What follows belongs to an exercise in optimizing a design on an open flow for a short achievable clock period and few clock cycles; a production flow would make more cautious choices.
Function was checked by simulation only, so behaviour that the tests miss may differ from the original.
Power is estimated from default activity; no workload was simulated.

### flow/design.v
module ALU(in1, in2, out, sign, funct);
input [31:0] in1;
input [31:0] in2;
input sign;
input [5:0] funct;
output reg [31:0] out;
wire [31:0]in2_2;
wire [31:0]out_1;
wire [32:0]out_2;
wire [32:0]in1_ext;
wire [32:0]in2_ext;
wire [32:0]in2_ext_2;
reg [63:0] out_ext;
wire [32:0] out_ext_;
wire Z, V, N;
assign in1_ext[31:0] = in1;
assign in2_ext[31:0] = in2;
assign in1_ext[32] = 0;
assign in2_ext[32] = 0;
assign in2_ext_2 = ~in2_ext + 1; 
assign out_ext_ = in1_ext + in2_ext_2;  
assign in2_2 = ~in2 + 1; 
assign out_1 = in1 + in2; 
assign out_2 = in1 + in2_2;  
assign Z = (in1 == in2);
assign N = sign ? ((in1[31] ^ in2[31]) ? in1[31] : out_2[31]) : out_ext_[32];
assign V = (sign&&(in1[31]&&in2_2[31]&&(out_2[31]==0)||(in1[31]==0)&&(in2_2[31]==0)&&out_2[31]))||((~sign)&&out_ext_[32]);
always @(*)
begin
out_ext = 64'd0;
case (funct)
    6'b000000: out = in1 + in2;
    6'b000001: out = in1 + in2_2;
    6'b011000: out = in1 & in2;
    6'b011110: out = in1 | in2;
    6'b010110: out = in1 ^ in2;
    6'b010001: out = ~(in1|in2);
    6'b011010: out = in2;
    6'b100000: begin
            out_ext = {32'b0, in2};
            if (in1[0]) out_ext = out_ext << 1;
            if (in1[1]) out_ext = out_ext << 2;
            if (in1[2]) out_ext = out_ext << 4;
            if (in1[3]) out_ext = out_ext << 8;
            if (in1[4]) out_ext = out_ext << 16;
            out = out_ext[31:0];
    end
    6'b100001: begin
            out_ext = {32'b0, in2};
            if (in1[0]) out_ext = out_ext >> 1;
            if (in1[1]) out_ext = out_ext >> 2;
            if (in1[2]) out_ext = out_ext >> 4;
            if (in1[3]) out_ext = out_ext >> 8;
            if (in1[4]) out_ext = out_ext >> 16;
            out = out_ext[31:0];
    end
    6'b100011: begin
            out_ext = {{32{in2[31]}}, in2};
            if (in1[0]) out_ext = out_ext >> 1;
            if (in1[1]) out_ext = out_ext >> 2;
            if (in1[2]) out_ext = out_ext >> 4;
            if (in1[3]) out_ext = out_ext >> 8;
            if (in1[4]) out_ext = out_ext >> 16;
            out = out_ext[31:0];
    end
    6'b110011: out = (Z==1)?1:0;
    6'b110001: out = (Z==1)?0:1;
    6'b110101: out = (N==1)?1:0;
    6'b111101: out = (in1[31] == 1 || in1 == 32'b0)?1:0;
    6'b111011: out = (in1[31] == 0 && in1 != 32'b0)?1:0;
    6'b111111: out = (in1[31] == 1)?1:0;
    default: out = 32'd0;
endcase
end
endmodule
module Control(OpCode, Funct, ker, IRQ,
	PCSrc, RegWrite, RegDst, 
	MemRead, MemWrite, MemtoReg, 
	ALUSrc1, ALUSrc2, ExtOp, LuOp, ALUFun, sign, Interrupt);
	input wire[5:0] OpCode;
	input wire[5:0] Funct;
	input wire ker;
	input wire IRQ;
	output wire [2:0] PCSrc;
	output wire RegWrite;
	output wire [1:0] RegDst;
	output wire MemRead;
	output wire MemWrite;
	output wire [1:0] MemtoReg;
	output wire ALUSrc1;
	output wire ALUSrc2;
	output wire ExtOp;
	output wire LuOp;
	output wire [5:0] ALUFun;
	output wire sign;
	output wire Interrupt;
	wire Exception;
	assign Exception = ~((OpCode == 6'h0 &&(Funct == 6'h0 || (Funct >= 6'h20 && Funct <= 6'h27) || Funct == 6'h02 || Funct == 6'h03 || Funct == 6'h2a || Funct == 6'h08 || Funct == 6'h09)) || (OpCode >= 6'h01 && OpCode <= 6'h0c) || OpCode == 6'h0f || OpCode == 6'h23 || OpCode == 6'h2b);
	assign Interrupt = IRQ&&(~ker);
	assign PCSrc =  Interrupt?3'd4: Exception?3'd5: (OpCode == 6'h01 || (OpCode >= 6'h04 && OpCode <= 6'h07))?3'd1:
				   (OpCode >= 6'h02 && OpCode <= 6'h03)?3'd2:
				   (OpCode == 6'h00 && (Funct >= 6'h08 && Funct <= 6'h09))?3'd3:3'd0;
	assign RegWrite = (~Interrupt && (OpCode == 6'h2b || (OpCode >= 6'h04 && OpCode <= 6'h07) || OpCode == 6'h02 || OpCode == 6'h01 || (OpCode == 0 && Funct == 6'h08)))?0:1;
	assign RegDst = (Interrupt || Exception)?2'd3:
					(OpCode == 6'h03)?2'd2:
					(OpCode == 6'h00)?2'd0:2'd1;
	assign MemRead = (~Interrupt) && (OpCode == 6'h23);
	assign MemWrite = (~Interrupt) && (OpCode == 6'h2b);
	assign MemtoReg = (OpCode == 6'h03 || (OpCode == 6'h00 && Funct == 6'h09) || (Interrupt || Exception))?2'd2:
					  (OpCode == 6'h23)?2'd1:2'd0;
	assign ALUSrc1 = (OpCode == 6'h00 && (Funct == 6'h00||Funct == 6'h02||Funct == 6'h03));
	assign ALUSrc2 = ~(OpCode >= 6'h00 && OpCode <= 6'h07);
	assign ExtOp = (OpCode == 6'h23||OpCode == 6'h2b||OpCode == 6'h08||OpCode == 6'h09||OpCode == 6'h0a||OpCode == 6'h0b||(OpCode >= 6'h04 && OpCode <= 6'h07)||OpCode == 6'h01)?1:0;
	assign LuOp = (OpCode == 6'h0f)?1:0;
	assign ALUFun = (OpCode == 6'h00 && (Funct == 6'h22 || Funct == 6'h23))?6'b000001:
					((OpCode == 6'h00 && Funct == 6'h24) || OpCode == 6'h0c)?6'b011000:
					(OpCode == 6'h00 && Funct == 6'h25)?6'b011110:
					(OpCode == 6'h00 && Funct == 6'h26)?6'b010110:
					(OpCode == 6'h00 && Funct == 6'h27)?6'b010001:
					(OpCode == 6'h0f)?6'b011010:
					(Funct == 6'h00 && OpCode == 6'h00)?6'b100000:
					(OpCode == 6'h00 && Funct == 6'h02)?6'b100001:
					(OpCode == 6'h00 && Funct == 6'h03)?6'b100011:
					(OpCode == 6'h04)?6'b110011:
					(OpCode == 6'h05)?6'b110001:
					(OpCode == 6'h0a || OpCode == 6'h0b || (OpCode == 6'h00 && Funct == 6'h2a))?6'b110101:
					(OpCode == 6'h06)?6'b111101:
					(OpCode == 6'h07)?6'b111011:
					(OpCode == 6'h01)?6'b111111:6'b000000;
	assign sign = (OpCode == 6'h0b)?0:1;
endmodule
module RegFile (reset,clk,addr1,data1,addr2,data2,wr,addr3,data3);
input reset,clk;
input wr;
input [4:0] addr1,addr2,addr3;
output [31:0] data1,data2;
input [31:0] data3;
reg [31:0] RF_DATA[31:1];
integer i;
assign data1=(addr1==5'b0)?32'b0:RF_DATA[addr1];	 
assign data2=(addr2==5'b0)?32'b0:RF_DATA[addr2];
always@(posedge reset or posedge clk) begin
	if(reset) begin
		for(i=1;i<32;i=i+1) RF_DATA[i]<=32'b0;
	end
	else begin
		if(wr && addr3) RF_DATA[addr3] <= data3;
	end
end
endmodule
module CPU(reset, clk, imem_addr, imem_data, dmem_addr, dmem_wdata, dmem_we, dmem_re, dmem_rdata);
input reset, clk;
output [31:0] imem_addr;
input [31:0] imem_data;
output [31:0] dmem_addr;
output [31:0] dmem_wdata;
output dmem_we, dmem_re;
input [31:0] dmem_rdata;
reg [31:0] PC;
wire [31:0] PC_plus_4, PC_next, Instruction;
reg [31:0] IFID_PC, IFID_PC4, IFID_Instru;
wire IRQ, RegWrite, MemRead, MemWrite, ALUSrc1, ALUSrc2, ExtOp, LuOp, sign, interrupt;
wire [2:0] PCSrc;
wire [1:0] RegDst, MemtoReg;
wire [5:0] ALUFun;
wire [4:0] Write_register;
wire [31:0] Databus1, Databus2, Ext_out, LU_out;
wire Branch, Jump, Jr;
wire [31:0] Branch_target;
wire [31:0] Jump_target;
reg [2:0] IDEX_PCSrc;
reg [31:0] IDEX_PC, IDEX_Databus1, IDEX_Databus2, IDEX_LUout;
reg [4:0] IDEX_Writereg, IDEX_Rs, IDEX_Rt, IDEX_Shamt;
reg IDEX_ExtOp, IDEX_ALUSrc1, IDEX_ALUSrc2, IDEX_sign, IDEX_LuOp, IDEX_MemRead, IDEX_MemWrite, IDEX_RegWrite, IDEX_Jump;
reg [1:0] IDEX_MemtoReg;
reg [5:0] IDEX_ALUFun;
reg [31:0] IDEX_Brantar, IDEX_Jt;
wire Load_use;
wire [31:0] ALU_in1, ALU_in2, ALU_out;
reg [31:0] EXME_PC, EXME_ALUout, EXME_Databus2;
reg [4:0] EXME_Writereg;
reg EXME_MemRead, EXME_MemWrite, EXME_RegWrite;
reg [1:0] EXME_MemtoReg;
wire [31:0] rdata1, rdata2, Read_data, Databus3;
reg MEWB_RegWrite;
reg [31:0] MEWB_Databus3;
reg [4:0] MEWB_Writereg;
reg [1:0] MEWB_MemtoReg;
wire [31:0] Fwd_rs, Fwd_rt;
assign IRQ = 1'b0;
assign PC_plus_4 = PC + 32'd4;
always @(posedge clk or posedge reset)
	if(reset)
		PC <= 32'h00000000;
	else if(PCSrc == 3'd4 && ~Branch)
		PC <= 32'h80000004;
	else if(PCSrc == 3'd5 && ~Branch)
		PC <= 32'h80000008;
	else if(~Load_use)
		PC <= (Branch)? IDEX_Brantar: (Jump)? Jump_target: (Jr)?Fwd_rs: PC_plus_4;
assign imem_addr = PC;
assign Instruction = imem_data;
always @(posedge clk or posedge reset) begin
	if(reset) begin
		IFID_PC <= 32'h00000000;
		IFID_PC4 <= 32'h00000000;
		IFID_Instru <= 32'h0;
	end
	else if(interrupt) begin
		IFID_PC <= 32'h80000000;
		IFID_PC4 <= 32'h80000000;
		IFID_Instru <= 32'd0;
	end
	else if(Branch || ((Jump || Jr) && ~Load_use)) begin
		IFID_PC <= {IFID_PC[31], 31'd0};
		IFID_PC4 <= {IFID_PC4[31], 31'd0};
		IFID_Instru <= 32'd0;
	end
	else if(~Load_use) begin
		IFID_PC <= PC;
		IFID_PC4 <= PC_plus_4;
		IFID_Instru <= Instruction;
	end
end
Control control(
		.OpCode(IFID_Instru[31:26]), .Funct(IFID_Instru[5:0]), .ker(IFID_PC[31]), .IRQ(IRQ),   
		.PCSrc(PCSrc), .RegWrite(RegWrite), .RegDst(RegDst), 
		.MemRead(MemRead),	.MemWrite(MemWrite), .MemtoReg(MemtoReg),
		.ALUSrc1(ALUSrc1), .ALUSrc2(ALUSrc2), .ExtOp(ExtOp), .LuOp(LuOp), .ALUFun(ALUFun), .sign(sign), .Interrupt(interrupt));
assign Write_register = (RegDst == 2'b00)? IFID_Instru[15:11]: 
						(RegDst == 2'b01)? IFID_Instru[20:16]:
						(RegDst == 2'b10)? 5'd31: 5'd26;
RegFile regfile(.reset(reset), .clk(clk), .addr1(IFID_Instru[25:21]), .data1(Databus1), .addr2(IFID_Instru[20:16]),
				.data2(Databus2), .wr(MEWB_RegWrite), .addr3(MEWB_Writereg), .data3(MEWB_Databus3));
assign Ext_out = {ExtOp? {16{IFID_Instru[15]}}: 16'd0, IFID_Instru[15:0]};
assign LU_out = LuOp? {IFID_Instru[15:0], 16'd0}: Ext_out;
assign Jump = (PCSrc == 3'd2);
assign Jr = (PCSrc == 3'd3);
assign Jump_target = {IFID_PC4[31:28], IFID_Instru[25:0], 2'b00};
assign Branch_target = IFID_PC4 + {Ext_out[29:0], 2'b00};
assign Fwd_rs = (IFID_Instru[25:21] == 5'd0)?32'd0:
				(IDEX_RegWrite && IDEX_Writereg == IFID_Instru[25:21])?ALU_out:
				(EXME_RegWrite && EXME_Writereg == IFID_Instru[25:21])?Databus3:
				(MEWB_RegWrite && MEWB_Writereg == IFID_Instru[25:21])?MEWB_Databus3: Databus1;
assign Fwd_rt = (IFID_Instru[20:16] == 5'd0)?32'd0:
				(IDEX_RegWrite && IDEX_Writereg == IFID_Instru[20:16])?ALU_out:
				(EXME_RegWrite && EXME_Writereg == IFID_Instru[20:16])?Databus3:
				(MEWB_RegWrite && MEWB_Writereg == IFID_Instru[20:16])?MEWB_Databus3: Databus2;
always @(posedge clk or posedge reset) begin
	if (reset) begin
		IDEX_ALUFun <= 6'd0;
		IDEX_ALUSrc1 <= 1'b0;
		IDEX_ALUSrc2 <= 1'b0;
		IDEX_Databus1 <= 32'd0;
		IDEX_Databus2 <= 32'd0;
		IDEX_ExtOp <= 1'b0;
		IDEX_LUout <= 32'd0;
		IDEX_LuOp <= 1'b0;
		IDEX_MemRead <= 1'b0;
		IDEX_MemWrite <= 1'b0;
		IDEX_MemtoReg <= 2'd0;
		IDEX_PC <= 32'd0;
		IDEX_PCSrc <= 3'd0;
		IDEX_RegWrite <= 1'b0;
		IDEX_Rs <= 5'd0;
		IDEX_Rt <= 5'd0;
		IDEX_Shamt <= 5'd0;
		IDEX_Writereg <= 5'd0;
		IDEX_sign <= 1'b0;
		IDEX_Brantar <= 32'd0;
		IDEX_Jump <= 1'b0;
		IDEX_Jt <= 1'b0;
	end
	else begin
		IDEX_ALUFun <= ALUFun;
		IDEX_ALUSrc1 <= ALUSrc1;
		IDEX_ALUSrc2 <= ALUSrc2;
		IDEX_Databus1 <= Fwd_rs;
		IDEX_Databus2 <= Fwd_rt;
		IDEX_ExtOp <= ExtOp;
		IDEX_LUout <= LU_out;
		IDEX_LuOp <= LuOp;
		IDEX_MemtoReg <= MemtoReg;
		IDEX_PC <= (IDEX_Jump)?IDEX_Jt: (Jump || Jr)?IFID_PC4: IFID_PC;
		IDEX_Rs <= IFID_Instru[25:21];
		IDEX_Rt <= IFID_Instru[20:16];
		IDEX_Shamt <= IFID_Instru[10:6];
		IDEX_Writereg <= Write_register;
		IDEX_sign <= sign;
		IDEX_Brantar <= Branch_target;
		if ((Branch || Load_use) && ~interrupt) begin
			IDEX_MemRead <= 1'b0;
			IDEX_MemWrite <= 1'b0;
			IDEX_RegWrite <= 1'b0;
			IDEX_Jump <= 1'b0;
			IDEX_Jt <= 32'd0; 
			IDEX_PCSrc <= 3'd0;
		end
		else begin
			IDEX_PCSrc <= PCSrc;
			IDEX_MemRead <= MemRead;
			IDEX_MemWrite <= MemWrite;
			IDEX_RegWrite <=RegWrite;
			IDEX_Jump <= Jump;
			IDEX_Jt <= Jump_target; 
		end
	end
end
assign Load_use = (IDEX_MemRead && (IDEX_Rt==IFID_Instru[20:16] || IDEX_Rt==IFID_Instru[25:21]));	
assign ALU_in1 = IDEX_ALUSrc1? {27'd0, IDEX_Shamt}: IDEX_Databus1;
assign ALU_in2 = IDEX_ALUSrc2? IDEX_LUout: IDEX_Databus2;		
ALU alu(.in1(ALU_in1), .in2(ALU_in2), .out(ALU_out), .sign(IDEX_sign), .funct(IDEX_ALUFun));
assign Branch = (IDEX_PCSrc == 3'd1 && ALU_out[0]);	
always @(posedge clk or posedge reset) begin
	if (reset) begin
			EXME_ALUout <= 32'd0;
			EXME_Databus2 <= 32'd0;
			EXME_MemRead <= 1'b0;
			EXME_MemWrite <= 1'b0;
			EXME_MemtoReg <= 2'd0;
			EXME_PC <= 32'd0;
			EXME_RegWrite <= 1'b0;
			EXME_Writereg <= 5'd0;
	end
	else begin
		EXME_ALUout <= ALU_out;
		EXME_Databus2 <= IDEX_Databus2;
		EXME_MemRead <= IDEX_MemRead;
		EXME_MemWrite <= IDEX_MemWrite;
		EXME_MemtoReg <= IDEX_MemtoReg;
		EXME_PC <= IDEX_PC;
		EXME_RegWrite <= IDEX_RegWrite;
		EXME_Writereg <= IDEX_Writereg;
	end
end
assign dmem_addr = EXME_ALUout;
assign dmem_wdata = EXME_Databus2;
assign dmem_we = EXME_MemWrite;
assign dmem_re = EXME_MemRead;
assign Read_data = dmem_rdata;
assign Databus3 = (EXME_MemtoReg == 2'b00)? EXME_ALUout: (EXME_MemtoReg == 2'b01)? Read_data: EXME_PC;
always @(posedge clk or posedge reset) begin
	if (reset) begin
		MEWB_Databus3 <= 32'd0;
		MEWB_RegWrite <= 1'b0;
		MEWB_Writereg <= 5'd0;
		MEWB_MemtoReg <= 2'd0;
	end
	else begin
		MEWB_Databus3 <= Databus3;
		MEWB_RegWrite <= EXME_RegWrite;
		MEWB_Writereg <= EXME_Writereg;
		MEWB_MemtoReg <= EXME_MemtoReg;
	end
end
endmodule
### flow/run.sh
#!/bin/bash
# synth_recipe.tcl (not shown) runs the flow's synth.tcl, then flattens the netlist and writes it again
# the make line also repeats each setting of config.mk as NAME=value (left out here)
make -C /OpenROAD-flow-scripts/flow DESIGN_CONFIG=/design/flow/config.mk WORK_HOME=/design/flow/orfs CLKGATE_MAP_FILE= SYNTH_SCRIPT=/design/flow/synth_recipe.tcl finish
### flow/config.mk
export PLATFORM = sky130hd
export DESIGN_NAME = CPU
export DESIGN_NICKNAME = CPU
export VERILOG_FILES = /design/flow/design.v
export SDC_FILE = /design/flow/constraint.sdc
export NUM_CORES = 4
export LEC_CHECK = 0
export CAP_MARGIN = 40
export CORE_MARGIN = 2
export CORE_UTILIZATION = 40
export SLEW_MARGIN = 30
### flow/constraint.sdc
create_clock -name core_clock -period 9.5 [get_ports {clk}]
set_input_delay 1.9000 -clock core_clock [delete_from_list [all_inputs] [get_ports {clk}]]
set_output_delay 1.9000 -clock core_clock [all_outputs]
set_load 0.01 [all_outputs]
==> metrics.md <==
| Metric | Value |
|---|---|
| RSZ-0062 raised after global routing | `no` |
| Most common cell after layout, fill and taps aside | `dfrtp_1` |
| Final hold vios | `0` |
| RR Endpoint | `IFID_Instru[22]` |
| Antenna violations before repair | `38` |
| Starting Density | `40.2%` |
| Area Overhead vs Synth | `15.4%` |
| Final WS setup | `between 1.5 and 2 ns` |
| Synthesized net count | `8085` |
| Starting DRC count in detailed routing | `15000` |
| Post-CTS Setup Inserts | `0` |
| Number of buffers inserted during clock tree synthesis | `around 160` |
| Mean post-synth cell area | `10.5 um2` |
| Most frequent cells in the layout | `dfrtp_1, mux2_2, a22oi_1, nand2_1, nor2_1` |
| Worst setup endpoint | `IFID_Instru[22]` |
| Crit Path Max Fanout | `between 40 and 50` |
| Clock tree buffer depth | `3` |
| Die extent in x | `458 um` |
| Dpl hpwl | `roughly 300000 um` |
| Placed cell area | `between 0.08 and 0.09 mm2` |
| Critical path launch point type | `register` |
| Setup TNS | `0 ns` |
| Final min period | `~7.5 ns` |
| Max-slew violation count | `0` |
| Source of the critical timing path | `IDEX_ALUSrc2` |
| Grt met1 use | `between 50 and 60%` |
| Fraction of layout cells with a size suffix above 1 | `23.8%` |
| R2R setup slack | `1.95 ns` |
| CORE AREA | `0.205 mm2` |
| Status | `timing/DRC/antenna clean` |
| WL/cell | `roughly 42 um` |
| Number of synthesized flops with an enable pin | `0` |
| Stages on worst setup path | `20` |
| Rel. slew slack | `between 20% and 30%` |
| Max cap viols | `0` |
| CTS Hold Bufs | `0` |
| GPL Wtd Cong | `1.06` |
| Total track usage | `42.0%` |
| # DRC | `0` |
| Worst r2r src | `IDEX_ALUSrc2` |
| Period utilisation layout | `between 70% and 80%` |
| Layout fillers | `18900` |
| Sequential fraction of the synthesis area | `45.1%` |
| Min-delay worst type | `register to register` |
| CTS Root Cell | `clkbuf_16` |
| Leak pwr | `around 44 nW` |
| Cells after Synth | `7859` |
| GRT met3 Usage | `15.6%` |
| Top FF cell, synth | `dfrtp_1` |
| Worst Tran Pin Value | `1.08 ns` |
| Min-Delay Path Depth | `0` |
| CP max stage cell | `dfrtp_2` |
| Final setup fails | `0` |
| Mapped Area | `0.0823 mm2` |
| Layout Nets | `8105` |
| Sink Count | `1485` |
| Worst path buffer plus inverter count | `4` |
| Path depth of the worst reg2reg path | `20` |
| CP Capture Type | `register` |
| DIE AREA | `0.209 mm2` |
| Netlist cell types | `90` |
| Most used cell, CP | `buf_4` |
| Grt ovf | `0` |
| Via count | `78100` |
| CTS tree | `done` |
| Post-route ant nets | `0` |
| Worst path cell trace | `buf_4, mux2i_2, clkinv_1, nor3_1, nand4_1, nor2_1, xnor2_1, ha_1, a21oi_1, o21a_1, o21a_1, nor2_1, nor3_1, a211oi_1, a2111o_1, and2_1, buf_4, nor3_4, buf_4, a22o_1` |
| Vias in the first global route | `73800` |
| Peak Freq | `132 MHz` |
| Setup Crit Path Kind | `register to register` |
| Post-synth ARST share | `between 90% and 100%` |
| Drt pass-1 iters | `13` |
| Wirelength, routed | `roughly 450000 um` |
| Crit-path leading delay family | `simple AND/OR/NAND/NOR gates` |
| # rows | `166` |
| Num ports | `164` |
| Number of H-tree levels | `4` |
| Wire length of the first global-routing pass | `616000 um` |
| Grt met2 use | `56.2%` |
| Maximum vdd drop | `roughly 0.00017 V` |
| PostCTS Resize Cnt | `0` |
| Post-DR vias/cell | `~7.3` |
| Skew final | `0.0475 ns` |
| Die outline height | `458 um` |
| Crit-path max cell delay | `0.74 ns` |
| Power per cell area | `282 mW/mm2` |
| DP Worst Slack | `2.19 ns` |
| Critical Path AT | `around 8.3 ns` |
| Global routing's busiest layer | `met2` |
| Synth warnings | `4` |
| Flops & latches, synth | `1485` |
| Worst skew pair latency | `around 0.86 ns` |
| Worst-path clk slew | `around 0.060 ns` |
| Port Buf Inserts | `163` |
| CP Data Required Time | `10.26 ns` |
| Finished layout cell area | `approximately 0.095 mm2` |
| Largest net degree at the start of global routing | `161` |
## cell usage after synthesis (38+ instances only)
master	instances	area, um2
and2_1	50	313
inv_1	96	360
xnor2_1	93	815
nand4_1	182	1140
dfrtp_1	1485	37200
mux2i_1	249	2490
a22o_1	95	832
nand2b_1	59	369
o211ai_1	49	368
ha_1	157	1960
a211oi_1	62	465
buf_1	114	428
a21o_1	54	405
mux2_2	1019	11500
nor3_1	143	716
a31oi_1	38	238
clkbuf_1	534	2000
nand3_1	164	821
xor2_1	67	587
nor4_1	63	394
a221oi_1	40	350
a21oi_1	294	1470
a22oi_1	791	5940
a222oi_1	65	651
o21ai_0	189	946
nor2_1	489	1840
o22ai_1	47	294
and3_1	89	557
nand2_1	448	1680
or3_1	57	357
## layout make-up
cell class                 count  area (um2)  share of cell area (%)
sequential                  1485       37200                    39.1
timing repair buffer         545        5400                    5.68
clock inverter                74         998                    1.05
inverter                     116         439                   0.462
tap                         2688        3360                    3.54
multi-input combinational   5572       43000                    45.2
antenna                       26        65.1                  0.0685
clock buffer                 222        4620                    4.86
## report_power, final
part	switching, W	internal (W)
clock	0.00288	0.00387
sequential	0.00150	0.00749
combinational	0.00763	0.00340
total	0.0120	0.0148
## cell families after synthesis
family / Yosys count / synth area share, %
AO/OA/AOI/OAI: 2066 / 18.2
AND/OR/NAND/NOR: 1901 / 11.4
flip-flops: 1485 / 45.1
multiplexers: 1284 / 17.3
buffers and inverters: 802 / 3.78
XOR/XNOR: 161 / 1.72
adder cells (fa/ha/maj): 160 / 2.46
## how the worst min path moves through the flow
| stage | startpoint | end |
|---|---|---|
| final | IDEX_PC[17] | EXME_PC[17] |
| after global routing | IDEX_PC[17] | EXME_PC[17] |
| after CTS | IDEX_PC[17] | EXME_PC[17] |
| after detailed placement | IDEX_PC[10] | EXME_PC[10] |
| after global placement | IDEX_MemtoReg[1] | EXME_MemtoReg[1] |
| after floorplan | IDEX_MemWrite | EXME_MemWrite |
## routing by layer
metal  up-vias  wire, um
met2      7100    176000
met4        16     40600
met3      2048     63400
met5         -       134
li1      29800         -
met1     39100    172000
## registers in the layout (all words and copies together) (netlist names), 3 cells and up
signal	count
IFID_Instru	32
IDEX_Databus1	32
IDEX_PCSrc	3
IDEX_Jt	30
EXME_ALUout	32
IDEX_Brantar	32
EXME_Writereg	5
regfile.RF_DATA	992
IDEX_Rt	5
IDEX_PC	32
IDEX_Shamt	5
EXME_PC	32
IFID_PC4	30
PC	32
IDEX_LUout	32
IDEX_ALUFun	6
IDEX_Writereg	5
MEWB_Writereg	5
IDEX_Databus2	32
IFID_PC	32
EXME_Databus2	32
MEWB_Databus3	32
## stage by stage
step / hold WS [ns] / instances / total power, W / util [%]
after floorplan: 0.331 / 7859 / 0.0140 / -
after global placement: 0.332 / 10300 / 0.0192 / 42.8
after detailed placement: 0.335 / 10400 / 0.0194 / 43.5
after CTS: 0.329 / 10700 / 0.0261 / 46.3
after global routing: 0.332 / 10700 / 0.0272 / 46.4
final: 0.326 / 10700 / 0.0268 / 46.5
Testbench counts, summed over its fixed seeds: cycles 26,904.

-- port drivers added, routing unchanged --
In the flow no input, the clock included, has a driving cell. The finished layout below was timed again as built, in two steps. Step 1: set_driving_cell puts a clkbuf_16 on clk and a buf_2 on each other input, an assumption about the parent block. Step 2 also shifts input and output timing later by t, the mid clock arrival at the registers, as if the neighbouring blocks saw the same clock. Three values: ideal, step 1, step 2; two values: the first two.
t (ns): 0.928
setup slack, ns: 1.953 / 1.953 / 1.953
latest minus earliest clock arrival (ns): 0.052 / 0.052
pins driven straight from the clock port: 1
After both steps setup and hold are still met in this run. The setup slack of this run moves by 0.000 ns with the drivers and by 0.000 ns with both steps.
